What follows belongs to an exercise in optimizing a design on an open flow for small area and a short achievable clock period; a production flow would make more cautious choices. At most, simulation tests tie the RTL to the original design; equivalence was not proved. Function not checked in runs 1, 2 and 7: the RTL went through the layout flow alone. No activity file was given, so power comes from the tool's default toggle rates.

[flow/run.sh]
#!/bin/bash
# Layout flow: the standard flow with an area-oriented ABC mapping script
# (flow/abc.script replaces ORFS's abc_speed.script; registers unchanged),
# plain buffers on the ports, a denser floorplan, and timing repair that
# aims for setup slack of 21.5 ns at the design's clock.
set -euo pipefail
cp -r "$FLOW_HOME/scripts" scripts_mod
cp flow/abc.script scripts_mod/abc_speed.script
bash standard.sh SCRIPTS_DIR="$PWD/scripts_mod" \
  "BUFFER_PORTS_ARGS=-buffer_cell sky130_fd_sc_hd__buf_1" \
  CORE_UTILIZATION=45 SETUP_SLACK_MARGIN=21.5 CTS_BUF_LIST=sky130_fd_sc_hd__clkbuf_8 ADDER_MAP_FILE= finish > standard.log 2>&1
[flow/abc.script]
strash
dch
map -a
topo
stime -c
[standard.sh]
#!/bin/bash
# synth_recipe.tcl (not shown) runs the flow's synth.tcl, then flattens the netlist and writes it again
# the make line also repeats each setting of config.mk as NAME=value (left out here)
make -C /OpenROAD-flow-scripts/flow DESIGN_CONFIG=/design/flow/config.mk WORK_HOME=/design/flow/orfs CLKGATE_MAP_FILE= SYNTH_SCRIPT=/design/flow/synth_recipe.tcl "${@:-finish}"
[config.mk]
export PLATFORM = sky130hd
export DESIGN_NAME = fp64_add
export DESIGN_NICKNAME = fp64_add
export VERILOG_FILES = /design/flow/design.v
export SDC_FILE = /design/flow/constraint.sdc
export NUM_CORES = 4
export LEC_CHECK = 0
export CAP_MARGIN = 20
export CORE_MARGIN = 2
export CORE_UTILIZATION = 25
export SLEW_MARGIN = 20
[constraint.sdc]
create_clock -name core_clock -period 30.0 [get_ports {clk}]
set_input_delay 6.0000 -clock core_clock [delete_from_list [all_inputs] [get_ports {clk}]]
set_output_delay 6.0000 -clock core_clock [all_outputs]
set_load 0.01 [all_outputs]
[design.v]
module lzc54(input [53:0] x, output [5:0] n);
    wire [63:0] v = {x, 10'h3ff};    
    wire [31:0] z1;        
    wire [31:0] c1;        
    genvar i;
    generate
        for (i = 0; i < 32; i = i + 1) begin : l1
            assign z1[i] = ~(v[2*i+1] | v[2*i]);
            assign c1[i] = ~v[2*i+1];
        end
    endgenerate
    wire [15:0] z2; wire [31:0] c2;
    generate
        for (i = 0; i < 16; i = i + 1) begin : l2
            assign z2[i] = z1[2*i+1] & z1[2*i];
            assign c2[2*i+1:2*i] = z1[2*i+1] ? {1'b1, c1[2*i]} : {1'b0, c1[2*i+1]};
        end
    endgenerate
    wire [7:0] z3; wire [23:0] c3;
    generate
        for (i = 0; i < 8; i = i + 1) begin : l3
            assign z3[i] = z2[2*i+1] & z2[2*i];
            assign c3[3*i+2:3*i] = z2[2*i+1] ? {1'b1, c2[4*i+1:4*i]} : {1'b0, c2[4*i+3:4*i+2]};
        end
    endgenerate
    wire [3:0] z4; wire [15:0] c4;
    generate
        for (i = 0; i < 4; i = i + 1) begin : l4
            assign z4[i] = z3[2*i+1] & z3[2*i];
            assign c4[4*i+3:4*i] = z3[2*i+1] ? {1'b1, c3[6*i+2:6*i]} : {1'b0, c3[6*i+5:6*i+3]};
        end
    endgenerate
    wire [1:0] z5; wire [9:0] c5;
    generate
        for (i = 0; i < 2; i = i + 1) begin : l5
            assign z5[i] = z4[2*i+1] & z4[2*i];
            assign c5[5*i+4:5*i] = z4[2*i+1] ? {1'b1, c4[8*i+3:8*i]} : {1'b0, c4[8*i+7:8*i+4]};
        end
    endgenerate
    assign n = z5[1] ? {1'b1, c5[4:0]} : {1'b0, c5[9:5]};
endmodule
module pfx_add #(parameter N = 54, parameter KIND = 0) (input [N-1:0] x, input [N-1:0] y, input cin, output [N-1:0] s);
    localparam L = (N > 32) ? 6 : (N > 16) ? 5 : (N > 8) ? 4 : 3;   
    wire [N-1:0] g0 = x & y;
    wire [N-1:0] p0 = x ^ y;
    wire [N-1:0] G [0:L];
    wire [N-1:0] P [0:L];
    assign G[0] = {g0[N-1:1], g0[0] | (p0[0] & cin)};
    assign P[0] = p0;
    genvar l, i;
    generate
        if (KIND == 0) begin : sk   
            for (l = 0; l < L; l = l + 1) begin : lv
                for (i = 0; i < N; i = i + 1) begin : b
                    if ((i >> l) & 1) begin
                        localparam integer j = ((i >> l) << l) - 1;
                        assign G[l+1][i] = G[l][i] | (P[l][i] & G[l][j]);
                        assign P[l+1][i] = P[l][i] & P[l][j];
                    end else begin
                        assign G[l+1][i] = G[l][i];
                        assign P[l+1][i] = P[l][i];
                    end
                end
            end
        end else begin : ks   
            for (l = 0; l < L; l = l + 1) begin : lv
                for (i = 0; i < N; i = i + 1) begin : b
                    if (i >= (1 << l)) begin
                        assign G[l+1][i] = G[l][i] | (P[l][i] & G[l][i - (1 << l)]);
                        assign P[l+1][i] = P[l][i] & P[l][i - (1 << l)];
                    end else begin
                        assign G[l+1][i] = G[l][i];
                        assign P[l+1][i] = P[l][i];
                    end
                end
            end
        end
    endgenerate
    wire [N-1:0] c = {G[L][N-2:0], cin};
    assign s = p0 ^ c;
endmodule
module sigadd(input [53:0] x, input [53:0] y, input cin, output [53:0] sum);
    pfx_add #(.N(54), .KIND(0)) u_pfx(.x(x), .y(y), .cin(cin), .s(sum));
endmodule
module magcmp52(input [51:0] a, input [51:0] b, output gt);
    wire [63:0] g0 = {12'd0, b & ~a};
    wire [63:0] e0 = {12'hfff, ~(a ^ b)};
    wire [31:0] g1, e1;
    wire [15:0] g2, e2;
    wire [7:0]  g3, e3;
    wire [3:0]  g4, e4;
    wire [1:0]  g5, e5;
    genvar i;
    generate
        for (i = 0; i < 32; i = i + 1) begin : l1
            assign g1[i] = g0[2*i+1] | (e0[2*i+1] & g0[2*i]);
            assign e1[i] = e0[2*i+1] & e0[2*i];
        end
        for (i = 0; i < 16; i = i + 1) begin : l2
            assign g2[i] = g1[2*i+1] | (e1[2*i+1] & g1[2*i]);
            assign e2[i] = e1[2*i+1] & e1[2*i];
        end
        for (i = 0; i < 8; i = i + 1) begin : l3
            assign g3[i] = g2[2*i+1] | (e2[2*i+1] & g2[2*i]);
            assign e3[i] = e2[2*i+1] & e2[2*i];
        end
        for (i = 0; i < 4; i = i + 1) begin : l4
            assign g4[i] = g3[2*i+1] | (e3[2*i+1] & g3[2*i]);
            assign e4[i] = e3[2*i+1] & e3[2*i];
        end
        for (i = 0; i < 2; i = i + 1) begin : l5
            assign g5[i] = g4[2*i+1] | (e4[2*i+1] & g4[2*i]);
            assign e5[i] = e4[2*i+1] & e4[2*i];
        end
    endgenerate
    assign gt = g5[1] | (e5[1] & g5[0]);
endmodule
module dfa_pre(
    input  [63:0] a, input [63:0] b,
    output        sx,         
    output [10:0] ex,         
    output [51:0] mx,         
    output [52:0] ty,         
    output [5:0]  dsh,        
    output        big,        
    output        sub,        
    output        tie,        
    output        hz,         
    output        lzero       
);
    wire [10:0] ea = a[62:52], eb = b[62:52];
    wire [11:0] dab, dba;
    pfx_add #(.N(12), .KIND(0)) u_dab(.x({1'b0, ea}), .y({1'b1, ~eb}), .cin(1'b1), .s(dab));
    pfx_add #(.N(12), .KIND(0)) u_dba(.x({1'b0, eb}), .y({1'b1, ~ea}), .cin(1'b1), .s(dba));
    wire        swe = dab[11];                  
    wire [10:0] d   = swe ? dba[10:0] : dab[10:0];
    wire        mgt;                            
    magcmp52 u_cmp(.a(a[51:0]), .b(b[51:0]), .gt(mgt));
    assign      tie = (ea == eb) & mgt;
    wire        az = ~|a[62:0], bz = ~|b[62:0];
    assign      hz  = az & bz;
    assign      sx  = swe ? b[63] : a[63];
    assign ex   = swe ? eb : ea;
    assign mx   = swe ? b[51:0] : a[51:0];
    assign ty   = swe ? {|ea, a[51:0]} : {|eb, b[51:0]};
    assign dsh  = d[5:0];
    assign big  = |d[10:6];
    assign sub  = a[63] ^ b[63];
    assign lzero = az | bz;
endmodule
module dfa_post(
    input         sx, input [10:0] ex, input [51:0] mx, input [52:0] ty,
    input  [5:0]  dsh, input big, input sub, input tie, input hz, input lzero,
    output [63:0] r
);
    wire        invx = sub & tie;               
    wire        invy = sub & ~tie;              
    wire        s1 = sx ^ (sub & (tie | hz));
    wire        inf = &ex;                      
    wire [52:0] tx = {|ex, mx};
    wire [52:0] t3 = ty >> (dsh | {6{big}});     
    wire [53:0] sum;
    sigadd u_add(.x({invx, tx ^ {53{invx}}}), .y({invy, t3 ^ {53{invy}}}), .cin(sub), .sum(sum));
    wire [5:0]  sh;
    lzc54 u_lzc(.x({sum[53], sum[52] | lzero, sum[51:0]}), .n(sh));
    wire        zres = sh[5] & sh[4] & sh[2] & sh[1];    
    wire [53:0] nrm = sum << sh;
    wire [10:0] e1p = ex + 11'd1;
    wire [4:0]  eh1 = e1p[10:6] - 5'd1;
    wire [6:0]  el  = {1'b0, e1p[5:0]} - {1'b0, sh};
    wire [10:0] e   = {el[6] ? eh1 : e1p[10:6], el[5:0]};
    assign r[63]    = ~inf & ~zres & s1;
    assign r[62:52] = inf ? 11'h7ff : (zres ? 11'd0 : e);
    assign r[51:0]  = {52{inf}} | nrm[52:1];
endmodule
module fp64_add(input clk, input [63:0] a, input [63:0] b, output reg [63:0] s);
    wire        sx_d, big_d, sub_d, tie_d, hz_d, lzero_d;
    wire [10:0] ex_d;
    wire [51:0] mx_d;
    wire [52:0] ty_d;
    wire [5:0]  dsh_d;
    reg         sx_q, big_q, sub_q, tie_q, hz_q, lzero_q;
    reg  [10:0] ex_q;
    reg  [51:0] mx_q;
    reg  [52:0] ty_q;
    reg  [5:0]  dsh_q;
    wire [63:0] r;
    dfa_pre  u_pre(.a(a), .b(b), .sx(sx_d), .ex(ex_d), .mx(mx_d), .ty(ty_d), .dsh(dsh_d), .big(big_d),
                   .sub(sub_d), .tie(tie_d), .hz(hz_d), .lzero(lzero_d));
    dfa_post u_post(.sx(sx_q), .ex(ex_q), .mx(mx_q), .ty(ty_q), .dsh(dsh_q), .big(big_q), .sub(sub_q),
                    .tie(tie_q), .hz(hz_q), .lzero(lzero_q), .r(r));
    always @(posedge clk) begin
        sx_q    <= sx_d;
        ex_q    <= ex_d;
        mx_q    <= mx_d;
        ty_q    <= ty_d;
        dsh_q   <= dsh_d;
        big_q   <= big_d;
        sub_q   <= sub_d;
        tie_q   <= tie_d;
        hz_q    <= hz_d;
        lzero_q <= lzero_d;
        s       <= r;
    end
endmodule
==> flow_summary.toml, run 1 <==
[status]
status = "no timing/DRC/antenna violations"

[global_routing]
grt_pass1_vias = 17700
grt_overflow = 0
antenna_found_initial = 0
grt_max_degree = 114
grt_pass1_wl_um = 95700
grt_util_all_layers = 0.318

[min_path]
min_path_cells = 2
hold_class = "register to register"
min_from = "sx_q$_DFF_P_"
min_to = "s[63]$_DFF_P_"

[worst_setup_path]
critPathKind = "input port to register"
cp_data_required_time_ps = 30360
worstSetupStartpointType = "input port"
critPathMaxFanout = 6
worst_setup_path_end_kind = "register"
startpoint = "a[53]"
r2r_slack_ps = 21890
reg2reg_depth = 44
r2r_start = "big_q$_DFF_P_"
worstPathArrival_ps = 8800
reg2reg_to = "s[36]$_DFF_P_"

[detailed_routing]
drc = 0
wire_per_inst_um = 17.2
ant_nets = 0
wirelength_um = 62000
drt_iter0_drc = 1559
dr.pass1.iters = 6
vias = 19800
vias_per_cell = 5.48

[final_layout]
final_common_cell = "nand2_1"
seqCellArea_sq_um = 3850
final_cell_mix = "746 x nand2_1, 366 x clkinv_1, 346 x nor2_1"
area_growth_pct = 20.0
drive_above_1_share = 0.0891
antenna-diode-count = 0
fillCellCount = 3947
multi_input_area_sq_um = 11800
nNetsFinal = 3259
fin_cells = 3611

[run]
max-cap-violations = 0

[power]
power.density_nw_per_um2 = 71.4
p_leak_nw = 7.73
power.total_mw = 1.42
ir_drop_v = 0.0000370

[placement]
post-place-ws_ps = 19620
port_buffers = 192
gp_congestion = 0.956
dp_hpwl_um = 48200
place_inst = 3531

[floorplan]
floorplan.initialDensity = 0.454
rows = 70
die_area_sq_um = 38300
core-area_sq_um = 36400
die_y_um = 196
die_w_um = 196
ios = 193

[timing]
fin_hold_ws_ps = 589
finalSetupViolCount = 0
fin_worst_skew_ps = 25.0
post-route-period-util = 0.281
final.setup.tns_ps = 0
rsz0062_at_grt = "yes"
slew_viol_final = 0
fin_ws_ps = 21560
period_needed_ps = 8440
fmax_mhz = 118
maxSlewHeadroom = 0.344
tightest_slew_ps = 985
hold_viol_final = 0

[synthesis]
synth_area_leaders = "dfxtp_1 23%, nand2_1 17%, o21ai_0 13%"
netlist_area_sq_um = 16500
syn_area_per_cell_sq_um = 5.80
synth_top_area_frac = 0.232
synth_cell_types = 39
synth_seq_area_share = 0.232
synth-seq-cells = 192
yosys_warnings = 3
synth_cells = 2850
synth_nets = 2979
synth_top_area_cell = "dfxtp_1"

[clocking]
cts.sinks = 192
insertion_delay_ps = 540
numCtsBuffers = 17
clk_pin_slew_worst_paths_ps = 110
clockBufferDepth = 2
cts.htree.levels = 4
cts_root_buf = "clkbuf_8"
tritoncts = "yes"
-- per-layer routing --
layer / share of wire / global-route usage / wire [um] / vias to the layer above
met4: 0.033 / 0.107 / 2020 / 0
li1: - / - / - / 10100
met3: 0.056 / 0.0421 / 3460 / 81
met1: 0.47 / 0.442 / 29100 / 9039
met5: 0 / 0 / 0 / -
met2: 0.44 / 0.509 / 27400 / 608
-- area by class of cell --
type / count / area share
Sequential cell: 192 / 0.194
Clock inverter: 13 / 0.00618
Inverter: 397 / 0.0818
Multi-Input combinational cell: 2262 / 0.596
Clock buffer: 19 / 0.0132
Timing Repair Buffer: 260 / 0.0796
Tap cell: 468 / 0.0295
-- repair_timing --
action | in CTS | in global routing
hold buffers | 0 | 0
cloned | 6 | 3
gates resized for setup | 63 | 135
buffers inserted | 8 | 31
pin swaps | 5 | 21
endpoints found under the setup margin | 176 | 132
-- where the power goes --
| part | internal (mW) | switching (mW) | leakage [nW] |
|---|---|---|---|
| clock network | 0.0649 | 0.107 | 0.197 |
| registers | 0.323 | 0.0295 | 1.62 |
| logic | 0.298 | 0.595 | 5.91 |
| total | 0.686 | 0.731 | 7.73 |
-- flip-flops by register name, indices dropped and copies added, names as in the netlist --
register	cells
sub_q	1
lzero_q	1
hz_q	1
dsh_q	6
ty_q	53
sx_q	1
ex_q	11
mx_q	52
tie_q	1
s	64
big_q	1
-- critical path, cell delays in order --
cell and delay (ps):
buf_2 150, nor2_4 130, a21oi_2 50, a21oi_2 130, clkinv_2 90, a21oi_4 160
nor2_2 50, a211oi_2 180, nor2_1 80, a211oi_2 170, o21bai_1 120, a21oi_1 180
nor2_2 80, nor2_4 220, buf_12 170, mux2i_2 210, nand2_1 100, nand3_2 80
xor2_1 60, a21oi_1 160, nand4_1 210
-- logic make-up (layout without fill, tap and decap cells) --
family,after synthesis,in the layout,share of synthesized area
AND/OR/NAND/NOR,1306,1307,0.315
flip-flops,192,192,0.232
AO/OA/AOI/OAI,755,755,0.254
multiplexers,18,18,0.0109
XOR/XNOR,178,178,0.0943
buffers and inverters,397,689,0.0901
adder cells (fa/ha/maj),4,4,0.00242
-- synth_stat cells --
cell	number
nand2_1	752
o21ai_0	427
clkinv_1	397
nor2_1	386
dfxtp_1	192
a21oi_1	160
xor2_1	110
xnor2_1	68
nand3_1	56
a31oi_1	40
nor3_1	38
nand4_1	27
nor4_1	26
a211oi_1	21
o221ai_1	19
o22ai_1	19
mux2i_1	18
o2111ai_1	15
o211ai_1	15
or2_2	14
a22oi_1	7
a221oi_1	6
and2_2	6
maj3_1	4
o31ai_1	4
a311oi_1	3
o21a_1	3
o221a_2	3
a2111oi_0	2
a21boi_0	2
o21bai_1	2
a211o_2	1
a221o_2	1
a32o_1	1
a41oi_1	1
nor3b_1	1
o211a_1	1
o311ai_0	1
o32ai_1	1
-- how the worst max path moves through the flow --
stage | endpoint | depth (start not counted) | slack (ps)
5_1_grt | big_q$_DFF_P_ | 22 | 21370
6_report | big_q$_DFF_P_ | 21 | 21560
3_5_place_dp | ty_q[35]$_DFF_P_ | 18 | 19620
3_3_place_gp | ty_q[35]$_DFF_P_ | 18 | 19660
2_1_floorplan | big_q$_DFF_P_ | 20 | 19060
4_1_cts | s[60]$_SDFF_PP1_ | 51 | 21490
-- metrics by stage --
| step | cell area, sq um | util |
|---|---|---|
| 2_1_floorplan | 16900 | - |
| 3_3_place_gp | 18400 | 0.504 |
| 3_5_place_dp | 18400 | 0.505 |
| 4_1_cts | 19200 | 0.527 |
| 5_1_grt | 19800 | 0.544 |
| 6_report | 19800 | 0.544 |
==> inputs of run 2 (changes only) <==
==> flow/abc.script (replaced) <==
strash
map -a
topo
stime -c
==> run 2 against run 1 <==
Clock skew is 9.7 ps lower. Flip-flop and latch count stayed put. Total power is 17% higher. Synthesized area is 9.0% higher. Global-route usage is 1.7 points lower. Wire length is 2.7% higher. Critical endpoint is now mx_q[14]$_DFF_P_. Highest routed layer unchanged. Still clean. Clock power hardly changed. First-iteration DRC count is 3.6% lower. Hold slack worse by 53 ps.
==> flow_summary.toml, run 2 <==
[detailed_routing]
vias_per_cell = 5.53
dr.pass1.iters = 5
wirelength_um = 63600
ant_nets = 0
wire_per_inst_um = 16.8
drc = 0
drt_iter0_drc = 1503
vias = 20900

[worst_setup_path]
cp_data_required_time_ps = 30380
critPathMaxFanout = 124
worst_setup_path_end_kind = "register"
worstPathArrival_ps = 8690
worstSetupStartpointType = "input port"
critPathKind = "input port to register"

[final_layout]
final_cell_mix = "816 x nand2_1, 326 x nor2_1, 296 x clkinv_1"
top_regs = "s: 64 flops, ty_q: 53 flops, mx_q: 52 flops"
fillCellCount = 4136
final_common_cell = "nand2_1"
antenna-diode-count = 0
area_growth_pct = 16.7
regMostFlops = "s"
nNetsFinal = 3370
largest_reg_flops = 64
drive_above_1_share = 0.0728

[synthesis]
yosys_warnings = 3
synth_area_leaders = "dfxtp_1 21%, nand2_1 17%, o21ai_0 11%"
synth.most_common_cell = "nand2_1"
synth_seq_area_share = 0.213
synth_top_area_cell = "dfxtp_1"
synth-async-reset-ratio = 0
synth_cells = 3003
synth_top_flop_cell = "dfxtp_1"
synth_nets = 3132
synth_common_cells = "826 x nand2_1, 392 x o21ai_0, 365 x nor2_1, 322 x clkinv_1, 229 x a21oi_1"
synth-edff-count = 0
synth-seq-cells = 192
synth_top_area_frac = 0.213
syn_area_per_cell_sq_um = 6.00
netlist_area_sq_um = 18000
synth_cell_types = 39

[power]
p_switching_mw = 0.887
p_int_mw = 0.768
switching_share = 0.536
power.total_mw = 1.66
ir_drop_v = 0.0000485
power.density_nw_per_um2 = 78.8
p_seq_frac = 0.214
p_leak_nw = 8.28
combPwrFrac = 0.682
p_clk_frac = 0.104

[clocking]
cts.sinks = 192
clockBufferDepth = 2
cts.htree.levels = 4
insertion_delay_ps = 550
tritoncts = "yes"
clk_pin_slew_worst_paths_ps = 100
numCtsBuffers = 17
cts_root_buf = "clkbuf_8"

[placement]
gp_congestion = 0.934
dp_hpwl_um = 50000
port_buffers = 192

[timing]
rsz0062_at_grt = "yes"
final.setup.tns_ps = 0
slew_viol_final = 0
finalSetupViolCount = 0
maxSlewHeadroom = 0.307
tightest_slew_ps = 1030
fin_worst_skew_ps = 15.3
fmax_mhz = 120
hold_viol_final = 0
period_needed_ps = 8310
post-route-period-util = 0.277

[global_routing]
grt_overflow = 0
grt_max_degree = 125
grt_pass1_vias = 18700
grt_pass1_wl_um = 99600
grt_util_all_layers = 0.301
antenna_found_initial = 1

[status]
status = "no timing/DRC/antenna violations"

[floorplan]
die_w_um = 204
core-area_sq_um = 39600
die_area_sq_um = 41700
ios = 193
floorplan.initialDensity = 0.455
rows = 73
die_y_um = 204

[min_path]
hold_class = "register to register"

[run]
max-cap-violations = 0
[run 2: changes by cell type in the layout (fill, tap and decap cells not counted), sizes merged, moves of 25 or more]
| cell | delta |
|---|---|
| o21ai | -35 |
| a21oi | +69 |
| xor2 | +57 |
| nand2 | +74 |
| a31oi | -25 |
| mux2i | +71 |
| xnor2 | +29 |
| buf | -35 |
| clkinv | -68 |
[run 2: final timing paths]
check / from / end / slack, ps / depth (start not counted)
max reg2reg: big_q$_DFF_P_ / s[41]$_DFF_P_ / 22050 / 45
min: sx_q$_DFF_P_ / s[63]$_DFF_P_ / 540 / 2
max: b[58] / mx_q[14]$_DFF_P_ / 21690 / 12
min reg2reg: sx_q$_DFF_P_ / s[63]$_DFF_P_ / 540 / 2
[run 2: area by class of cell]
class | count | area (sq um) | area share
clock buffers | 18 | 248 | 0.0118
clock inverters | 14 | 144 | 0.00685
inverters | 322 | 1380 | 0.0656
multi-input cells | 2489 | 13700 | 0.651
flip-flops and latches | 192 | 3850 | 0.183
well taps | 525 | 657 | 0.0313
repair buffers | 219 | 1070 | 0.0507
[run 2: what timing repair did]
action / in CTS / in global routing
buffers inserted: 1 / 5
gates resized for setup: 37 / 58
pin swaps: 1 / 7
hold buffers: 0 / 0
cloned: 0 / 2
setup endpoints to repair: 127 / 87
[run 2: power by group through the flow]
stage | Clock (mW) | Sequential, mW | Combinational [mW]
4_1_cts | 0.178 | 0.355 | 1.09
2_1_floorplan | 0 | 0.376 | 0.769
3_5_place_dp | 0 | 0.361 | 1.08
5_1_grt | 0.189 | 0.361 | 1.26
3_3_place_gp | 0 | 0.359 | 1.07
6_report | 0.173 | 0.354 | 1.13
[run 2: worst max-delay path, stage by stage]
cell and delay [ps]:
buf_1 440, nor2_4 110, nor2_4 150, clkinv_2 90, nor2_1 120, clkinv_1 110
nor2_2 190, a21oi_2 130, o21ai_4 250, buf_12 370, buf_12 360, o21ai_0 240
[run 2: metal layers]
metal	global-route usage	vias up	routed length, um
met2	0.479	691	28400
met1	0.424	9557	29900
li1	-	10600	-
met4	0.0828	0	1500
met3	0.0411	80	3900
met5	0	-	0
[run 2: cells by family (layout without fill, tap and decap cells)]
family / after synthesis / in the layout / share of synthesized area
and+or+nand+nor: 1375 / 1375 / 0.306
buffers and inverters: 322 / 573 / 0.0671
xor gates and xnor gates: 264 / 264 / 0.128
AOI/OAI and AO/OA: 755 / 755 / 0.232
DFF: 192 / 192 / 0.213
adders and majority gates: 6 / 6 / 0.00333
muxes: 89 / 89 / 0.0494
[run 2: per-stage QoR]
stage	instances	instance area, sq um	utilization	hold WS [ps]	setup WS (ps)
after floorplan	3003	18600	-	525	19150
after global placement	3739	20200	0.509	538	20290
after detailed placement	3739	20200	0.509	537	20130
after CTS	3772	20700	0.522	543	21500
after global routing	3779	21000	0.530	578	21450
final	3779	21000	0.530	536	21690
==> inputs of run 3 (changes only) <==
--- a/design.v
+++ b/design.v
@@ -152,10 +152,13 @@
     input         sx, input [10:0] ex, input [51:0] mx, input [52:0] ty,
     input  [5:0]  dsh, input big, input sub, input tie, input hz, input lzero,
-    output [63:0] r
+    output [52:0] p,          
+    output [1:0]  k,          
+    output [11:0] se,         
+    output        inf         
 );
     wire        invx = sub & tie;               
     wire        invy = sub & ~tie;              
     wire        s1 = sx ^ (sub & (tie | hz));
-    wire        inf = &ex;                      
+    assign      inf = &ex;                      
     wire [52:0] tx = {|ex, mx};
     wire [52:0] t3 = ty >> (dsh | {6{big}});     
@@ -165,14 +168,19 @@
     lzc54 u_lzc(.x({sum[53], sum[52] | lzero, sum[51:0]}), .n(sh));
     wire        zres = sh[5] & sh[4] & sh[2] & sh[1];    
-    wire [53:0] nrm = sum << sh;
+    wire [53:0] nrm4 = sum << {sh[5:2], 2'b00};
+    assign      p = nrm4[52:0];
+    assign      k = sh[1:0];
     wire [10:0] e1p = ex + 11'd1;
     wire [4:0]  eh1 = e1p[10:6] - 5'd1;
     wire [6:0]  el  = {1'b0, e1p[5:0]} - {1'b0, sh};
     wire [10:0] e   = {el[6] ? eh1 : e1p[10:6], el[5:0]};
-    assign r[63]    = ~inf & ~zres & s1;
-    assign r[62:52] = inf ? 11'h7ff : (zres ? 11'd0 : e);
-    assign r[51:0]  = {52{inf}} | nrm[52:1];
-endmodule
-module fp64_add(input clk, input [63:0] a, input [63:0] b, output reg [63:0] s);
+    assign se[11]   = ~inf & ~zres & s1;
+    assign se[10:0] = inf ? 11'h7ff : (zres ? 11'd0 : e);
+endmodule
+module dfa_out(input [52:0] p, input [1:0] k, input inf, output [51:0] m);
+    wire [52:0] q = p << k;
+    assign m = {52{inf}} | q[52:1];
+endmodule
+module fp64_add(input clk, input [63:0] a, input [63:0] b, output [63:0] s);
     wire        sx_d, big_d, sub_d, tie_d, hz_d, lzero_d;
     wire [10:0] ex_d;
@@ -185,9 +193,18 @@
     reg  [52:0] ty_q;
     reg  [5:0]  dsh_q;
-    wire [63:0] r;
+    wire [52:0] p_d;
+    wire [1:0]  k_d;
+    wire [11:0] se_d;
+    wire        inf_d;
+    reg  [52:0] p_q;
+    reg  [1:0]  k_q;
+    reg  [11:0] se_q;
+    reg         inf_q;
     dfa_pre  u_pre(.a(a), .b(b), .sx(sx_d), .ex(ex_d), .mx(mx_d), .ty(ty_d), .dsh(dsh_d), .big(big_d),
                    .sub(sub_d), .tie(tie_d), .hz(hz_d), .lzero(lzero_d));
     dfa_post u_post(.sx(sx_q), .ex(ex_q), .mx(mx_q), .ty(ty_q), .dsh(dsh_q), .big(big_q), .sub(sub_q),
-                    .tie(tie_q), .hz(hz_q), .lzero(lzero_q), .r(r));
+                    .tie(tie_q), .hz(hz_q), .lzero(lzero_q), .p(p_d), .k(k_d), .se(se_d), .inf(inf_d));
+    dfa_out  u_out(.p(p_q), .k(k_q), .inf(inf_q), .m(s[51:0]));
+    assign s[63:52] = se_q;
     always @(posedge clk) begin
         sx_q    <= sx_d;
@@ -201,5 +218,8 @@
         hz_q    <= hz_d;
         lzero_q <= lzero_d;
-        s       <= r;
+        p_q     <= p_d;
+        k_q     <= k_d;
+        se_q    <= se_d;
+        inf_q   <= inf_d;
     end
 endmodule
==> flow/run.sh (replaced) <==
#!/bin/bash
# Layout flow: the standard flow with an area-oriented ABC mapping script
# (flow/abc.script replaces ORFS's abc_speed.script; registers unchanged),
# plain buffers on the ports, a denser floorplan, and timing repair that
# aims for setup slack of 22 ns at the design's clock.
set -euo pipefail
cp -r "$FLOW_HOME/scripts" scripts_mod
cp flow/abc.script scripts_mod/abc_speed.script
bash standard.sh SCRIPTS_DIR="$PWD/scripts_mod" \
  "BUFFER_PORTS_ARGS=-buffer_cell sky130_fd_sc_hd__buf_1" \
  CORE_UTILIZATION=45 SETUP_SLACK_MARGIN=22 ADDER_MAP_FILE= finish > standard.log 2>&1
==> flow/abc.script (replaced) <==
strash
dch
map -a
topo
stime -c
==> run 3 against run 2 <==
Core utilization up 2.8 points. First-iteration DRC count up 37%. Clock-buffer cell count up 1. Die area down 6.6%. Wire length up 0.94%. Hold slack better by 22 ps. Maximum frequency up 0.89%. Clock skew down 4.1 ps. Synthesized area down 6.7%. Clock power up 41%. Largest power group unchanged. Highest routed layer unchanged.
==> flow_summary.toml, run 3 <==
[timing]
finalSetupViolCount = 0
tightest_slew_ps = 873
fin_hold_ws_ps = 558
maxSlewHeadroom = 0.418
post-route-period-util = 0.274
hold_viol_final = 0
slew_viol_final = 0
period_needed_ps = 8230
fin_worst_skew_ps = 11.2
final.setup.tns_ps = 0
fmax_mhz = 121
rsz0062_at_grt = "yes"

[clocking]
clockBufferDepth = 2
tritoncts = "yes"
cts.htree.levels = 4
clk_pin_slew_worst_paths_ps = 70
insertion_delay_ps = 470
numCtsBuffers = 17
cts_root_buf = "clkbuf_16"
hold_buffers = 0
cts.sinks = 196

[power]
ir_drop_v = 0.0000433
p_clk_frac = 0.167
power.density_nw_per_um2 = 71.2
p_leak_nw = 8.21
p_seq_frac = 0.252
p_switching_mw = 0.722
p_int_mw = 0.737
combPwrFrac = 0.581
power.total_mw = 1.46
switching_share = 0.495

[synthesis]
synth_cell_types = 40
yosys_warnings = 3
synth_top_family_by_area = "simple AND/OR/NAND/NOR gates"
synth_top_area_frac = 0.233
synth_top_area_cell = "dfxtp_1"
synthSimpleGateAreaFrac = 0.336
synth_seq_area_share = 0.233
synth_nets = 3067
synth_fa_ha_area_frac = 0.000596
netlist_area_sq_um = 16800
synthXorXnorAreaFrac = 0.0891
synth_cells = 2938
syn_area_per_cell_sq_um = 5.72
synth-seq-cells = 196
synth.most_common_cell = "nand2_1"
synthMuxAreaShare = 0.00238
synth-async-reset-ratio = 0
synth_area_leaders = "dfxtp_1 23%, nand2_1 17%, o21ai_0 12%"
synth_compound_area_frac = 0.243
synth_common_cells = "759 x nand2_1, 427 x clkinv_1, 414 x nor2_1, 412 x o21ai_0, 196 x dfxtp_1"
synth-edff-count = 0
synth_top_flop_cell = "dfxtp_1"

[final_layout]
top_regs = "p_q: 53 flops, ty_q: 53 flops, mx_q: 52 flops"
antenna-diode-count = 0
nNetsFinal = 3354
drive_above_1_share = 0.0893
final_cell_mix = "748 x nand2_1, 396 x clkinv_1, 388 x nor2_1"
fillCellCount = 3863
area_growth_pct = 22.0
final_common_cell = "nand2_1"

[detailed_routing]
dr.pass1.iters = 10
drc = 0
wire_per_inst_um = 17.3
ant_nets = 0
drt_iter0_drc = 2058
wirelength_um = 64200
vias_per_cell = 5.53
vias = 20500

[global_routing]
grt_pass1_wl_um = 98200
grt_max_degree = 104
grt_overflow = 0
use_met1 = 0.441
grt_pass1_vias = 18200
grt_busiest_layer = "met2"
antenna_found_initial = 0
grt_util_all_layers = 0.320
grt_util_met3 = 0.0461
use_met2 = 0.523

[worst_setup_path]
critPathKind = "input port to register"
critPathMaxFanout = 11
reg2reg_to = "se_q[10]$_SDFF_PP1_"
worstSetupStartpointType = "input port"
reg2reg_depth = 51
worstPathArrival_ps = 8480
worst_setup_path_end_kind = "register"
cp_data_required_time_ps = 30250
r2r_start = "big_q$_DFF_P_"
r2r_slack_ps = 22550

[floorplan]
ios = 193
die_w_um = 197
die_y_um = 197
die_area_sq_um = 38900
floorplan.initialDensity = 0.458
rows = 70
core-area_sq_um = 36700

[min_path]
min_path_cells = 2
min_to = "inf_q$_DFF_P_"
min_from = "ex_q[10]$_DFF_P_"
hold_class = "register to register"

[placement]
dp_hpwl_um = 48600
gp_congestion = 0.963
port_buffers = 192

[run]
max-cap-violations = 0

[status]
status = "no timing/DRC/antenna violations"
run 3: cell count changes after synthesis, moves of 23 or more:
cell | before | now
mux2i_1 | 89 | 4
xnor2_1 | 97 | 24
a21oi_1 | 229 | 170
nor2_1 | 365 | 414
o211ai_1 | 35 | 12
nand3_1 | 58 | 108
nand2_1 | 826 | 759
clkinv_1 | 322 | 427
run 3: per-layer routing:
metal  share of wire  vias to the layer above
met2            0.45                      765
li1                -                    10300
met1            0.46                     9294
met5               0                        -
met4           0.021                        0
met3           0.065                       88
run 3: worst max-delay path by stage:
| stage | start | slack (ps) | endpoint |
|---|---|---|---|
| 3_3_place_gp | a[53] | 20210 | big_q$_DFF_P_ |
| 2_1_floorplan | b[53] | 21150 | big_q$_DFF_P_ |
| 4_1_cts | a[53] | 21740 | big_q$_DFF_P_ |
| 3_5_place_dp | a[53] | 20180 | big_q$_DFF_P_ |
| 6_report | a[53] | 21770 | big_q$_DFF_P_ |
| 5_1_grt | a[53] | 21660 | big_q$_DFF_P_ |
run 3: logic make-up after synthesis:
kind of cell	count (synthesis)
AND/OR/NAND/NOR	1403
AO/OA/AOI/OAI	736
flip-flops	196
multiplexers	4
XOR/XNOR	171
buffers and inverters	427
adder cells (fa/ha/maj)	1
run 3: what timing repair did:
item                       CTS  global route
gates cloned                10             6
setup endpoints to repair  240           224
pin swaps                   24            29
setup buffers               19            24
resized for setup          103           141
run 3: layout make-up:
class	count	area, sq um	share of cell area
Timing Repair Buffer	259	1520	0.0742
Inverter	427	1750	0.0854
Sequential cell	196	3930	0.192
Clock buffer	19	453	0.0221
Clock inverter	13	169	0.00824
Timing Repair inverter	3	26.3	0.00128
Multi-Input combinational cell	2321	12100	0.588
Tap cell	468	586	0.0286
run 3: power groups by stage:
| stage | combinational (mW) | sequential [mW] | clock (mW) |
|---|---|---|---|
| after floorplan | 0.522 | 0.377 | 0 |
| after global placement | 0.770 | 0.371 | 0 |
| final | 0.848 | 0.367 | 0.244 |
| after detailed placement | 0.773 | 0.371 | 0 |
| after global routing | 0.944 | 0.374 | 0.259 |
| after CTS | 0.798 | 0.366 | 0.248 |
run 3: through the flow:
stage	cells	instance area (sq um)	util	worst slack [ps]
after detailed placement	3615	18500	0.505	20180
after global routing	3706	20500	0.559	21660
final	3706	20500	0.559	21770
after floorplan	2938	17100	-	21150
after CTS	3676	19800	0.539	21740
after global placement	3614	18500	0.504	20210
run 3: worst max-delay path, stage by stage:
cell	delay, ps
buf_12	100
clkinv_8	40
nor2_4	110
nor2_4	50
a21oi_2	130
clkinv_2	70
a21oi_2	140
clkinv_2	90
a21oi_4	170
o21ai_4	80
a221oi_4	300
o21ai_2	110
o21ai_4	100
nand2_8	100
buf_8	190
mux2i_1	140
xor2_1	170
a21oi_1	120
nand4_1	270
==> inputs of run 4 (changes only) <==
==> flow/run.sh (replaced) <==
#!/bin/bash
# Layout flow: the standard flow with an area-oriented ABC mapping script
# (flow/abc.script replaces ORFS's abc_speed.script; registers unchanged),
# plain buffers on the ports, a denser floorplan, and timing repair that
# aims for setup slack of 21.5 ns at the design's clock.
set -euo pipefail
cp -r "$FLOW_HOME/scripts" scripts_mod
cp flow/abc.script scripts_mod/abc_speed.script
bash standard.sh SCRIPTS_DIR="$PWD/scripts_mod" \
  "BUFFER_PORTS_ARGS=-buffer_cell sky130_fd_sc_hd__buf_1" \
  CORE_UTILIZATION=55 SETUP_SLACK_MARGIN=21.5 CTS_BUF_LIST=sky130_fd_sc_hd__clkbuf_8 ADDER_MAP_FILE= finish > standard.log 2>&1
==> run 4 against run 3 <==
Still clean on timing, DRC and antenna. Clock power is 29% lower. Global-route usage up 4.7 points. Register-to-register slack lost 610 ps. Setup slack got worse by 170 ps. Clock-buffer cell count unchanged. Synthesized cell count did not move. Critical path type unchanged. Critical endpoint unchanged.
==> flow_summary.toml, run 4 <==
[detailed_routing]
drt_iter0_drc = 2433
vias_per_cell = 5.76
wirelength_um = 60200
wire_per_inst_um = 16.7
dr.pass1.iters = 6
drc = 0
vias = 20700
ant_nets = 0

[synthesis]
synth_top_flop_cell = "dfxtp_1"
syn_area_per_cell_sq_um = 5.72
synth_nets = 3067
synth.most_common_cell = "nand2_1"
yosys_warnings = 3
synth_top_area_cell = "dfxtp_1"
synth_area_leaders = "dfxtp_1 23%, nand2_1 17%, o21ai_0 12%"
synth_common_cells = "759 x nand2_1, 427 x clkinv_1, 414 x nor2_1, 412 x o21ai_0, 196 x dfxtp_1"
synth_top_area_frac = 0.233
netlist_area_sq_um = 16800
synth_seq_area_share = 0.233
synth-async-reset-ratio = 0
synth-edff-count = 0
synth_cells = 2938
synth_cell_types = 40
synth-seq-cells = 196

[global_routing]
grt_pass1_vias = 18100
antenna_found_initial = 2
grt_max_degree = 104
grt_util_all_layers = 0.367
grt_overflow = 0
grt_pass1_wl_um = 92300

[clocking]
hold_buffers = 0
numCtsBuffers = 17
tritoncts = "yes"
insertion_delay_ps = 530
clk_pin_slew_worst_paths_ps = 100
cts_root_buf = "clkbuf_8"
clockBufferDepth = 2
cts.sinks = 196
cts.htree.levels = 4

[timing]
final.setup.tns_ps = 0
maxSlewHeadroom = 0.381
fmax_mhz = 119
fin_worst_skew_ps = 18.7
period_needed_ps = 8400
rsz0062_at_grt = "yes"
tightest_slew_ps = 928
post-route-period-util = 0.280
finalSetupViolCount = 0
hold_viol_final = 0
slew_viol_final = 0

[placement]
gp_congestion = 1.02
dp_hpwl_um = 46000
port_buffers = 192
place_inst = 3535

[worst_setup_path]
worst_setup_path_end_kind = "register"
cp_data_required_time_ps = 30340
critPathKind = "input port to register"
critPathMaxFanout = 5
worstPathArrival_ps = 8740
worstSetupStartpointType = "input port"

[power]
p_leak_nw = 7.77
power.density_nw_per_um2 = 69.2
ir_drop_v = 0.0000338

[floorplan]
rows = 63
die_y_um = 179
ios = 193
core-area_sq_um = 29900
die_w_um = 179
die_area_sq_um = 32000
floorplan.initialDensity = 0.563

[final_layout]
fin_cells = 3603
top_regs = "p_q: 53 flops, ty_q: 53 flops, mx_q: 52 flops"
final_common_cell = "nand2_1"
antenna-diode-count = 0
final_cell_mix = "754 x nand2_1, 411 x clkinv_1, 404 x nor2_1"
area_growth_pct = 15.7
nNetsFinal = 3330
drive_above_1_share = 0.0548

[status]
status = "no timing/DRC/antenna violations"

[run]
max-cap-violations = 0

[min_path]
hold_class = "register to register"
run 4: logic make-up after synthesis:
| group | count (synthesis) | share of synthesized area |
|---|---|---|
| AO/OA/AOI/OAI | 736 | 0.243 |
| XOR/XNOR | 171 | 0.0891 |
| buffers and inverters | 427 | 0.0954 |
| adder cells (fa/ha/maj) | 1 | 0.000596 |
| flip-flops | 196 | 0.233 |
| AND/OR/NAND/NOR | 1403 | 0.336 |
| multiplexers | 4 | 0.00238 |
run 4: worst max-delay path, stage by stage:
cell and delay, ps:
buf_2 180, clkinv_8 70, nor2_4 150, nor2_4 70, a21oi_2 130, clkinv_1 110, a21oi_2 160, inv_2 50
a21oi_2 170, o21ai_2 100, a221oi_2 280, o21ai_1 140, o21ai_4 110, nand2_8 110, clkinv_4 70, nor2_1 40
a31oi_1 220, nand2_1 110, o211ai_1 110, xor2_1 160, nand4_1 190
run 4: area by class of cell:
| class | count | area (sq um) |
|---|---|---|
| multi-input cells | 2323 | 11700 |
| repair inverters | 2 | 17.5 |
| well taps | 390 | 488 |
| clock buffers | 19 | 262 |
| flip-flops and latches | 196 | 3930 |
| clock inverters | 12 | 131 |
| inverters | 427 | 1720 |
| fillers | 2886 | 10400 |
| repair buffers | 234 | 1180 |
run 4: path summary, 6_finish.rpt:
check | startpoint | to | slack (ps) | cells after the start
setup reg to reg | big_q$_DFF_P_ | se_q[9]$_SDFF_PP1_ | 21940 | 46
hold reg to reg | ex_q[10]$_DFF_P_ | inf_q$_DFF_P_ | 540 | 2
hold / removal | ex_q[10]$_DFF_P_ | inf_q$_DFF_P_ | 540 | 2
setup / recovery | b[53] | big_q$_DFF_P_ | 21600 | 21
run 4: stage by stage:
| stage | power, mW | cell area [sq um] | setup slack [ps] | hold WS, ps | util |
|---|---|---|---|---|---|
| 3_3_place_gp | 1.12 | 18300 | 20130 | 535 | 0.614 |
| 6_report | 1.35 | 19400 | 21600 | 540 | 0.651 |
| 2_1_floorplan | 0.897 | 17000 | 21140 | 468 | - |
| 4_1_cts | 1.31 | 19000 | 21500 | 534 | 0.637 |
| 5_1_grt | 1.46 | 19400 | 21380 | 581 | 0.651 |
| 3_5_place_dp | 1.13 | 18300 | 19830 | 527 | 0.614 |
run 4: per-layer routing:
layer	GRT usage	wire length [um]
met3	0.0685	5440
met5	0	26
met2	0.585	26600
met4	0.153	2270
met1	0.486	25800
run 4: power by group:
group          switching (mW)  total (mW)  internal [mW]
registers              0.0377       0.366          0.329
logic                   0.555       0.806          0.250
clock network          0.0954       0.173         0.0777
run 4: timing repair:
item	4_1_cts	5_1_grt
resized for setup	44	68
gates cloned	10	4
pin swaps	4	11
buffers inserted	6	17
setup endpoints to repair	158	165
==> inputs of run 5 (changes only) <==
--- a/flow/run.sh
+++ b/flow/run.sh
@@ -9,3 +9,3 @@
 bash standard.sh SCRIPTS_DIR="$PWD/scripts_mod" \
   "BUFFER_PORTS_ARGS=-buffer_cell sky130_fd_sc_hd__buf_1" \
-  CORE_UTILIZATION=55 SETUP_SLACK_MARGIN=21.5 CTS_BUF_LIST=sky130_fd_sc_hd__clkbuf_8 ADDER_MAP_FILE= finish > standard.log 2>&1
+  CORE_UTILIZATION=45 SETUP_SLACK_MARGIN=21.5 CTS_BUF_LIST=sky130_fd_sc_hd__clkbuf_8 ADDER_MAP_FILE= finish > standard.log 2>&1
==> run 5 against run 4 <==
Highest routed layer is now met4. Synthesized area unchanged. Critical endpoint unchanged. Critical path depth unchanged. Final cell count increased by 2.3%.
==> flow_summary.toml, run 5 <==
[status]
status = "no timing/DRC/antenna violations"

[synthesis]
syn_area_per_cell_sq_um = 5.72
netlist_area_sq_um = 16800
synth_top_flop_cell = "dfxtp_1"
synth_cell_types = 40
synth_area_leaders = "dfxtp_1 23%, nand2_1 17%, o21ai_0 12%"
synth.most_common_cell = "nand2_1"
synth_common_cells = "759 x nand2_1, 427 x clkinv_1, 414 x nor2_1, 412 x o21ai_0, 196 x dfxtp_1"
synth-async-reset-ratio = 0
yosys_warnings = 3
synth_top_area_cell = "dfxtp_1"
synth_nets = 3067
synth_top_area_frac = 0.233
synth_seq_area_share = 0.233
synth-edff-count = 0
synth_cells = 2938
synth-seq-cells = 196

[global_routing]
antenna_found_initial = 0
grt_overflow = 0
grt_max_degree = 104
grt_pass1_vias = 18400
grt_pass1_wl_um = 99200
grt_util_all_layers = 0.325

[power]
combPwrFrac = 0.602
p_leak_nw = 7.78
p_switching_mw = 0.706
p_clk_frac = 0.129
p_int_mw = 0.650
ir_drop_v = 0.0000344
power.total_mw = 1.36
power.density_nw_per_um2 = 69.2
p_seq_frac = 0.269
switching_share = 0.521

[min_path]
min_path_cells = 2
min_from = "sx_q$_DFF_P_"
hold_class = "register to register"
min_to = "se_q[11]$_DFF_P_"

[detailed_routing]
drc = 0
vias_per_cell = 5.53
drt_iter0_drc = 1747
dr.pass1.iters = 8
wirelength_um = 63900
ant_nets = 0
wire_per_inst_um = 17.3
vias = 20400

[timing]
fmax_mhz = 121
hold_viol_final = 0
tightest_slew_ps = 1080
period_needed_ps = 8290
slew_viol_final = 0
fin_worst_skew_ps = 18.7
finalSetupViolCount = 0
final.setup.tns_ps = 0
fin_hold_ws_ps = 527
rsz0062_at_grt = "no"
post-route-period-util = 0.276
fin_ws_ps = 21710
maxSlewHeadroom = 0.282

[final_layout]
final_common_cell = "nand2_1"
nNetsFinal = 3332
final_util = 0.534
final_area_sq_um = 19600
final_cell_mix = "752 x nand2_1, 408 x clkinv_1, 395 x nor2_1"
drive_above_1_share = 0.0622
area_growth_pct = 16.6
fin_cells = 3685
top_regs = "p_q: 53 flops, ty_q: 53 flops, mx_q: 52 flops"
fillCellCount = 4014

[placement]
place_area_sq_um = 18400
gp_congestion = 0.996
post-place-ws_ps = 19480
port_buffers = 192
dp_hpwl_um = 48900
place_inst = 3613

[clocking]
insertion_delay_ps = 530
tritoncts = "yes"
clk_pin_slew_worst_paths_ps = 110
hold_buffers = 0
cts.htree.levels = 4
numCtsBuffers = 17
cts.sinks = 196
cts_root_buf = "clkbuf_8"
clockBufferDepth = 2

[worst_setup_path]
worst_setup_path_end_kind = "register"
r2r_start = "big_q$_DFF_P_"
worstSetupStartpointType = "input port"
cp_data_required_time_ps = 30320
reg2reg_to = "se_q[7]$_SDFF_PP1_"
critPathKind = "input port to register"
critPathMaxFanout = 5
reg2reg_depth = 45
worstPathArrival_ps = 8610
r2r_slack_ps = 22010

[floorplan]
die_y_um = 197
rows = 70
die_area_sq_um = 38900
floorplan.initialDensity = 0.458
core-area_sq_um = 36700
die_w_um = 197
ios = 193

[run]
max-cap-violations = 0
==> run 5: changes by cell type in the layout (fill, tap and decap cells not counted), sizes merged <==
cell      delta
inv          +5
clkbuf       -3
clkinvlp     -2
buf          +1
bufinv       -1
clkinv       +1
diode        +1
nand2        +1
nand3        +1
==> run 5: layout make-up <==
cell class	count	area, sq um	share of cell area
well taps	468	586	0.0299
repair buffers	234	1120	0.0572
clock buffers	17	234	0.0119
multi-input cells	2325	11800	0.603
clock inverters	15	169	0.00862
flip-flops and latches	196	3930	0.201
inverters	427	1710	0.0873
repair inverters	2	17.5	0.000894
diodes	1	2.50	0.000128
==> run 5: cell families (layout without fill, tap and decap cells) <==
family	after synthesis	count (layout)	share of synthesized area
compound gates	736	737	0.243
flops	196	196	0.233
other cells	0	1	0
simple gates	1403	1412	0.336
buf+inv	427	695	0.0954
fa+ha+maj	1	1	0.000596
mux	4	4	0.00238
xor+xnor	171	171	0.0891
==> run 5: repair_timing <==
item / CTS / global route
gates resized for setup: 35 / 101
endpoints found under the setup margin: 135 / 170
gates cloned: 11 / 3
pin swaps: 6 / 21
buffers inserted: 11 / 14
==> run 5: power by group through the flow <==
stage / clock, mW / combinational, mW / sequential, mW
finish: 0.175 / 0.816 / 0.365
global route: 0.190 / 0.911 / 0.372
CTS: 0.180 / 0.785 / 0.365
detailed placement: 0 / 0.770 / 0.371
global placement: 0 / 0.768 / 0.370
floorplan: 0 / 0.520 / 0.377
==> run 5: layer usage <==
metal,vias to the layer above,global-route usage,wire (um)
li1,10300,-,-
met1,9215,0.447,29700
met2,743,0.519,28200
met3,112,0.0456,4060
met4,0,0.115,2020
met5,-,0,0
==> run 5: critical path: stages <==
cell and delay, ps:
clkbuf_4 160, clkinv_8 60, nor2_4 120, nor2_4 70, a21oi_2 140, inv_2 50
a21oi_2 140, inv_2 60, a21oi_4 130, o21ai_2 90, a221oi_2 330, o21ai_2 110
o21ai_4 100, nand2_8 90, clkinv_4 80, nor2_1 40, a31oi_1 170, nand2_1 110
buf_4 140, a21oi_1 130, nand4_1 280
==> run 5: how the worst max path moves through the flow <==
stage,startpoint,endpoint
6_report,b[53],big_q$_DFF_P_
4_1_cts,big_q$_DFF_P_,se_q[10]$_SDFF_PP1_
5_1_grt,big_q$_DFF_P_,se_q[7]$_SDFF_PP1_
2_1_floorplan,b[53],big_q$_DFF_P_
3_3_place_gp,big_q$_DFF_P_,se_q[9]$_SDFF_PP1_
3_5_place_dp,big_q$_DFF_P_,se_q[10]$_SDFF_PP1_
==> inputs of run 6 (changes only) <==
==> flow/abc.script (replaced) <==
strash
dc2
dch
map -a
topo
stime -c
==> run 6 against run 5 <==
Now fails the layout checks on capacitance limit, slew limit. Register-to-register slack got worse by 5700 ps. Sequential share of layout area decreased by 3.6 points. Core utilization increased by 13 points. Via count increased by 12%. Global-route usage increased by 6.9 points. Critical path depth increased by 69. Hold slack improved by 15 ps. Clock skew decreased by 1.4 ps. Flip-flop and latch count unchanged.
==> flow_summary.toml, run 6 <==
[power]
power.total_mw = 1.82
p_leak_nw = 10.0
ir_drop_v = 0.0000493
power.density_nw_per_um2 = 76.1

[synthesis]
netlist_area_sq_um = 16400
yosys_warnings = 3
synth_seq_area_share = 0.239
synth_top_area_frac = 0.239
synth.most_common_cell = "nand2_1"
synth-async-reset-ratio = 0
synth-seq-cells = 196
synth_cells = 2827
synth_nets = 2956
synth_top_area_cell = "dfxtp_1"
synth_common_cells = "764 x nand2_1, 380 x nor2_1, 367 x o21ai_0, 359 x clkinv_1, 196 x dfxtp_1"
syn_area_per_cell_sq_um = 5.82
synth-edff-count = 0
synth_area_leaders = "dfxtp_1 24%, nand2_1 17%, o21ai_0 11%"
synth_top_flop_cell = "dfxtp_1"
synth_cell_types = 38

[worst_setup_path]
worstSetupStartpointType = "register"
cp_data_required_time_ps = 30490
startpoint = "big_q$_DFF_P_"
reg2reg_to = "se_q[2]$_SDFF_PP1_"
worst_setup_path_end_kind = "register"
crit_top_cell = "buf_4"
critPathKind = "register to register"
critPathMaxFanout = 5
critPathTopFamily = "buffers and inverters"
r2r_start = "big_q$_DFF_P_"
r2r_slack_ps = 16350
critPathSlowestCell = "nor4_4"
worstPathArrival_ps = 14140
slowest_delay_ps = 550
cp_num_buf_inv = 59
reg2reg_depth = 90

[clocking]
clk_pin_slew_worst_paths_ps = 110
clockBufferDepth = 2
tritoncts = "yes"
cts.htree.levels = 4
cts.sinks = 196
numCtsBuffers = 17
cts_root_buf = "clkbuf_8"
insertion_delay_ps = 560
hold_buffers = 0

[timing]
period_needed_ps = 13650
tightest_slew_ps = 1540
rsz0062_at_grt = "yes"
fin_worst_skew_ps = 17.3
hold_viol_final = 0
slew_viol_final = 6
post-route-period-util = 0.455
fmax_mhz = 73.3
maxSlewHeadroom = -0.0303
final.setup.tns_ps = 0
finalSetupViolCount = 0

[run]
max-cap-violations = 1

[final_layout]
nNetsFinal = 3590
top_regs = "p_q: 53 flops, ty_q: 53 flops, mx_q: 52 flops"
final_area_sq_um = 23900
drive_above_1_share = 0.242
final_cell_mix = "700 x nand2_1, 362 x buf_4, 333 x nor2_1"
final_common_cell = "nand2_1"
area_growth_pct = 45.5

[floorplan]
ios = 193
floorplan.initialDensity = 0.454
die_area_sq_um = 38100
die_y_um = 195
rows = 70
core-area_sq_um = 36300
die_w_um = 195

[global_routing]
grt_pass1_vias = 20500
grt_max_degree = 104
antenna_found_initial = 9
grt_overflow = 0
grt_pass1_wl_um = 116000
grt_util_all_layers = 0.394

[detailed_routing]
wirelength_um = 81400
drc = 0
vias_per_cell = 5.80
dr.pass1.iters = 10
wire_per_inst_um = 20.6
ant_nets = 0
drt_iter0_drc = 2738
vias = 22900

[status]
status = "complete, but fails checks"
violations = "capacitance limit, slew limit"

[placement]
gp_congestion = 0.948
port_buffers = 192
dp_hpwl_um = 48300
place_area_sq_um = 18300

[min_path]
min_to = "se_q[11]$_DFF_P_"
hold_class = "register to register"
min_from = "sx_q$_DFF_P_"
min_path_cells = 2
==> run 6: cell types whose count changed after synthesis, sizes merged, moves of 9 or more <==
cell	delta
xor2	-41
a22oi	+12
nor4	-10
xnor2	+50
nor3	-12
or2	+24
nand3	-12
o21ai	-45
nor2	-34
o22ai	+9
clkinv	-68
==> run 6: worst max path at each step <==
stage / to / slack, ps / depth (start not counted)
after detailed placement: se_q[10]$_SDFF_PP1_ / 15390 / 100
after CTS: se_q[2]$_SDFF_PP1_ / 18400 / 99
after global placement: se_q[10]$_SDFF_PP1_ / 15750 / 100
after floorplan: se_q[10]$_SDFF_PP1_ / 17120 / 101
after global routing: se_q[10]$_SDFF_PP1_ / 16050 / 96
final: se_q[2]$_SDFF_PP1_ / 16350 / 90
==> run 6: cell families (layout without fill, tap and decap cells) <==
kind of cell	Yosys count	in the layout	share of synthesized area
buf+inv	359	989	0.0819
flops	196	196	0.239
simple gates	1369	1383	0.337
mux	9	9	0.00555
compound gates	711	714	0.239
xor+xnor	180	180	0.0959
fa+ha+maj	3	3	0.00183
other cells	0	6	0
==> run 6: layer usage <==
layer / wire length, um / global-route usage / up-vias
li1: - / - / 10700
met2: 35000 / 0.627 / 1318
met3: 9290 / 0.140 / 475
met4: 5560 / 0.185 / 6
met5: 86 / 0 / -
met1: 31400 / 0.476 / 10400
==> run 6: per-stage QoR <==
| step | hold WS [ps] | utilization | instances | setup WS, ps |
|---|---|---|---|---|
| floorplan | 456 | - | 2827 | 17120 |
| global placement | 516 | 0.504 | 3506 | 15750 |
| detailed placement | 519 | 0.504 | 3506 | 15390 |
| CTS | 528 | 0.608 | 3858 | 18400 |
| global route | 590 | 0.659 | 3942 | 16050 |
| finish | 542 | 0.660 | 3948 | 16350 |
==> run 6: worst reg2reg max path: cells and delay by family (launching register included) <==
| family | cells | cell delay, ps |
|---|---|---|
| xor gates and xnor gates | 3 | 830 |
| and+or+nand+nor | 17 | 2390 |
| AOI/OAI and AO/OA | 11 | 2000 |
| DFF | 1 | 380 |
| buffers and inverters | 59 | 8010 |
==> run 6: power by group <==
group	internal [mW]	switching [mW]	leakage (nW)
Sequential	0.328	0.0406	1.65
Clock	0.0743	0.113	0.214
Combinational	0.483	0.781	8.16
Total	0.885	0.934	10.0
==> run 6: final cells by class <==
type                    instances  area (sq um)
multi-input cells            2289         13200
repair buffers                594          4220
flip-flops and latches        196          3930
clock buffers                  19           262
inverters                     359          1540
diodes                          6          15.0
well taps                     468           586
clock inverters                13           164
repair inverters                4          45.0
fillers                      3285         12300
==> run 6: timing repair <==
| action | in CTS | in global routing |
|---|---|---|
| pin swaps | 52 | 128 |
| cloned | 22 | 10 |
| gates resized for setup | 202 | 301 |
| endpoints found under the setup margin | 143 | 76 |
| setup buffers | 298 | 74 |
| hold endpoints to repair | 0 | 0 |
==> inputs of run 7 (changes only) <==
--- a/design.v
+++ b/design.v
@@ -83,37 +83,4 @@
     pfx_add #(.N(54), .KIND(0)) u_pfx(.x(x), .y(y), .cin(cin), .s(sum));
 endmodule
-module magcmp52(input [51:0] a, input [51:0] b, output gt);
-    wire [63:0] g0 = {12'd0, b & ~a};
-    wire [63:0] e0 = {12'hfff, ~(a ^ b)};
-    wire [31:0] g1, e1;
-    wire [15:0] g2, e2;
-    wire [7:0]  g3, e3;
-    wire [3:0]  g4, e4;
-    wire [1:0]  g5, e5;
-    genvar i;
-    generate
-        for (i = 0; i < 32; i = i + 1) begin : l1
-            assign g1[i] = g0[2*i+1] | (e0[2*i+1] & g0[2*i]);
-            assign e1[i] = e0[2*i+1] & e0[2*i];
-        end
-        for (i = 0; i < 16; i = i + 1) begin : l2
-            assign g2[i] = g1[2*i+1] | (e1[2*i+1] & g1[2*i]);
-            assign e2[i] = e1[2*i+1] & e1[2*i];
-        end
-        for (i = 0; i < 8; i = i + 1) begin : l3
-            assign g3[i] = g2[2*i+1] | (e2[2*i+1] & g2[2*i]);
-            assign e3[i] = e2[2*i+1] & e2[2*i];
-        end
-        for (i = 0; i < 4; i = i + 1) begin : l4
-            assign g4[i] = g3[2*i+1] | (e3[2*i+1] & g3[2*i]);
-            assign e4[i] = e3[2*i+1] & e3[2*i];
-        end
-        for (i = 0; i < 2; i = i + 1) begin : l5
-            assign g5[i] = g4[2*i+1] | (e4[2*i+1] & g4[2*i]);
-            assign e5[i] = e4[2*i+1] & e4[2*i];
-        end
-    endgenerate
-    assign gt = g5[1] | (e5[1] & g5[0]);
-endmodule
 module dfa_pre(
     input  [63:0] a, input [63:0] b,
@@ -130,11 +97,9 @@
 );
     wire [10:0] ea = a[62:52], eb = b[62:52];
-    wire [11:0] dab, dba;
-    pfx_add #(.N(12), .KIND(0)) u_dab(.x({1'b0, ea}), .y({1'b1, ~eb}), .cin(1'b1), .s(dab));
-    pfx_add #(.N(12), .KIND(0)) u_dba(.x({1'b0, eb}), .y({1'b1, ~ea}), .cin(1'b1), .s(dba));
+    wire [11:0] dab = {1'b0, ea} - {1'b0, eb};
+    wire [10:0] dba = eb - ea;
     wire        swe = dab[11];                  
-    wire [10:0] d   = swe ? dba[10:0] : dab[10:0];
-    wire        mgt;                            
-    magcmp52 u_cmp(.a(a[51:0]), .b(b[51:0]), .gt(mgt));
+    wire [10:0] d   = swe ? dba : dab[10:0];
+    wire        mgt = b[51:0] > a[51:0];
     assign      tie = (ea == eb) & mgt;
     wire        az = ~|a[62:0], bz = ~|b[62:0];
@@ -168,6 +133,8 @@
     lzc54 u_lzc(.x({sum[53], sum[52] | lzero, sum[51:0]}), .n(sh));
     wire        zres = sh[5] & sh[4] & sh[2] & sh[1];    
-    wire [53:0] nrm4 = sum << {sh[5:2], 2'b00};
-    assign      p = nrm4[52:0];
+    wire [52:0] n5 = sh[5] ? {sum[20:0], 32'd0} : sum[52:0];
+    wire [52:0] n4 = sh[4] ? {n5[36:0], 16'd0} : n5;
+    wire [52:0] n3 = sh[3] ? {n4[44:0], 8'd0} : n4;
+    assign      p  = sh[2] ? {n3[48:0], 4'd0} : n3;
     assign      k = sh[1:0];
     wire [10:0] e1p = ex + 11'd1;
==> flow/abc.script (replaced) <==
strash
dch
map -a
topo
stime -c
==> run 7 against run 6 <==
The run now finishes clean. Setup slack better by 5300 ps. Flip-flop and latch count is the same. Clock power fell by 3%. Global-route usage down 6.8 points. Non-clock buffer count down 368.
==> flow_summary.toml, run 7 <==
[timing]
period_needed_ps = 8350
tightest_slew_ps = 819
finalSetupViolCount = 0
fmax_mhz = 120
hold_viol_final = 0
post-route-period-util = 0.278
final.setup.tns_ps = 0
maxSlewHeadroom = 0.440
rsz0062_at_grt = "no"
fin_worst_skew_ps = 18.0
slew_viol_final = 0

[final_layout]
final_area_sq_um = 19900
top_regs = "p_q: 53 flops, ty_q: 53 flops, mx_q: 52 flops"
final_common_cell = "nand2_1"
final_cell_mix = "785 x nand2_1, 427 x nor2_1, 410 x o21ai_0"
nNetsFinal = 3393
drive_above_1_share = 0.0623
area_growth_pct = 16.5
antenna-diode-count = 0

[worst_setup_path]
critPathKind = "input port to register"
reg2reg_depth = 46
worstPathArrival_ps = 8770
worst_setup_path_end_kind = "register"
r2r_start = "big_q$_DFF_P_"
r2r_slack_ps = 22110
reg2reg_to = "se_q[4]$_SDFF_PP1_"
critPathMaxFanout = 4
cp_data_required_time_ps = 30420
worstSetupStartpointType = "input port"

[global_routing]
use_met2 = 0.528
grt_util_met3 = 0.0498
grt_busiest_layer = "met2"
grt_pass1_vias = 18400
grt_overflow = 0
grt_util_all_layers = 0.326
use_met1 = 0.441
grt_max_degree = 123
antenna_found_initial = 0
grt_pass1_wl_um = 99700

[floorplan]
die_area_sq_um = 39600
ios = 193
die_y_um = 199
core-area_sq_um = 37600
floorplan.initialDensity = 0.455
rows = 71
die_w_um = 199

[synthesis]
synth_seq_area_share = 0.229
synthSimpleGateAreaFrac = 0.352
synth-edff-count = 0
synth_nets = 3143
synth_common_cells = "791 x nand2_1, 463 x nor2_1, 430 x clkinv_1, 426 x o21ai_0, 196 x dfxtp_1"
synth_top_area_cell = "dfxtp_1"
synth_cell_types = 38
synth_compound_area_frac = 0.224
syn_area_per_cell_sq_um = 5.68
synth_top_flop_cell = "dfxtp_1"
synth-seq-cells = 196
synthXorXnorAreaFrac = 0.0890
synth_fa_ha_area_frac = 0
netlist_area_sq_um = 17100
synth-async-reset-ratio = 0
yosys_warnings = 2
synthMuxAreaShare = 0.0105
synth_area_leaders = "dfxtp_1 23%, nand2_1 17%, o21ai_0 12%"
synth_cells = 3014
synth.most_common_cell = "nand2_1"
synth_top_family_by_area = "simple AND/OR/NAND/NOR gates"
synth_top_area_frac = 0.229

[detailed_routing]
wire_per_inst_um = 17.3
drt_iter0_drc = 1733
drc = 0
ant_nets = 0
wirelength_um = 65400
vias_per_cell = 5.47
vias = 20700
dr.pass1.iters = 6

[placement]
place_area_sq_um = 18900
port_buffers = 192
dp_hpwl_um = 52100
gp_congestion = 1.01

[clocking]
cts.htree.levels = 4
clockBufferDepth = 2
cts.sinks = 196
insertion_delay_ps = 540
cts_root_buf = "clkbuf_8"
numCtsBuffers = 17
hold_buffers = 0
clk_pin_slew_worst_paths_ps = 110
tritoncts = "yes"

[min_path]
hold_class = "register to register"
min_path_cells = 2
min_to = "inf_q$_DFF_P_"
min_from = "ex_q[10]$_DFF_P_"

[run]
max-cap-violations = 0

[power]
power.density_nw_per_um2 = 69.6
ir_drop_v = 0.0000329
p_leak_nw = 7.80

[status]
status = "no timing/DRC/antenna violations"
==> run 7: changes by cell type after synthesis, moves of 15 or more <==
cell / before / now
a21oi_1: 174 / 143
clkinv_1: 359 / 430
nand2_1: 764 / 791
nand3_1: 96 / 115
nor2_1: 380 / 463
o211ai_1: 20 / 5
o21ai_0: 367 / 426
or2_2: 32 / 7
==> run 7: critical path: stages <==
cell	delay [ps]
buf_1	200
clkinv_1	120
nor2_1	180
nor4_2	90
o21ai_0	80
o21ai_0	140
a21oi_1	190
o22ai_1	120
a21oi_1	150
nor2_1	50
nor3_1	280
nor3_2	100
o21ai_1	190
o221ai_1	150
nand4_1	140
a41oi_4	220
o21ai_2	270
a21oi_2	100
==> run 7: metal layers <==
layer  vias to the layer above  wire (um)
li1                      10500          -
met1                      9443      29600
met2                       742      29500
met3                        97       4440
met4                         0       1910
met5                         -          0
==> run 7: logic make-up (layout without fill, tap and decap cells) <==
family / count (synthesis) / in the layout
AND/OR/NAND/NOR: 1495 / 1500
AO/OA/AOI/OAI: 701 / 701
buffers and inverters: 430 / 688
flip-flops: 196 / 196
XOR/XNOR: 174 / 174
multiplexers: 18 / 18
==> run 7: worst max-delay path by stage <==
stage               cells past startpoint           from  slack (ps)                 end
floorplan                              18          b[61]       20690       big_q$_DFF_P_
global placement                       44  big_q$_DFF_P_       20230  se_q[8]$_SDFF_PP1_
detailed placement                     39  big_q$_DFF_P_       19800  se_q[5]$_SDFF_PP1_
CTS                                    17           a[3]       21500       tie_q$_DFF_P_
global route                           50  big_q$_DFF_P_       21470  se_q[5]$_SDFF_PP1_
finish                                 18           a[3]       21650       tie_q$_DFF_P_
==> run 7: final cells by class <==
type | instances | area, sq um
Clock inverter | 14 | 173
Multi-Input combinational cell | 2393 | 12100
Inverter | 430 | 1770
Fill cell | 4073 | 17600
Tap cell | 511 | 639
Timing Repair Buffer | 226 | 1070
Clock buffer | 18 | 248
Sequential cell | 196 | 3930
==> run 7: power by group <==
group,internal (mW),switching [mW]
sequential,0.331,0.0457
combinational,0.256,0.571
clock,0.0786,0.105
total,0.665,0.722
==> run 7: timing repair <==
item                       4_1_cts  5_1_grt
gates cloned                     2        5
resized for setup               39       67
pin swaps                        2        8
setup buffers                    6        9
setup endpoints to repair      176      122
==> run 7: stage by stage <==
stage                     utilization  std cells  hold WS, ps  setup slack, ps  power (mW)
after floorplan                     -       3014          466            20690       0.917
after global placement          0.503       3734          520            20230        1.17
after detailed placement        0.503       3734          535            19800        1.17
after CTS                       0.521       3774          547            21500        1.36
after global routing            0.531       3788          594            21470        1.51
final                           0.531       3788          533            21650        1.39

port drivers added, routing unchanged:
In the flow no input, the clock included, has a driving cell. The finished layouts below were timed again as built, in two steps. Step 1, drivers: a clkbuf_16 drives clk and a buf_2 each remaining input, both assumed. Step 2 times the ports against the registers' clock, not the clock port: input delays grow and output delays shrink by t, the midpoint of the rising clock arrivals with the driver on. Three values: no drivers, after step 1, after step 2; two values: the first two.
run | t (ns) | setup WS [ns] | slew at the worst register clock pin (ns) | worst data-port slew with drivers (ns)
run 1 | 0.579 | 21.556 / 21.543 / 20.964 | 0.12 / 0.12 | 0.06
run 2 | 0.595 | 21.693 / 21.717 / 21.122 | 0.11 / 0.11 | 0.05
run 3 | 0.520 | 21.766 / 21.759 / 21.239 | 0.07 / 0.07 | 0.06
run 4 | 0.569 | 21.599 / 21.629 / 21.061 | 0.11 / 0.11 | 0.05
run 5 | 0.575 | 21.709 / 21.713 / 21.162 | 0.11 / 0.11 | 0.05
run 6 | 0.602 | 16.351 / 16.351 / 16.351 | 0.12 / 0.12 | 0.04
run 7 | 0.583 | 21.649 / 21.684 / 21.100 | 0.11 / 0.11 | 0.06
The setup slack of run 1, which loses most, moves by -0.013 ns with the drivers and by -0.592 ns with both steps.
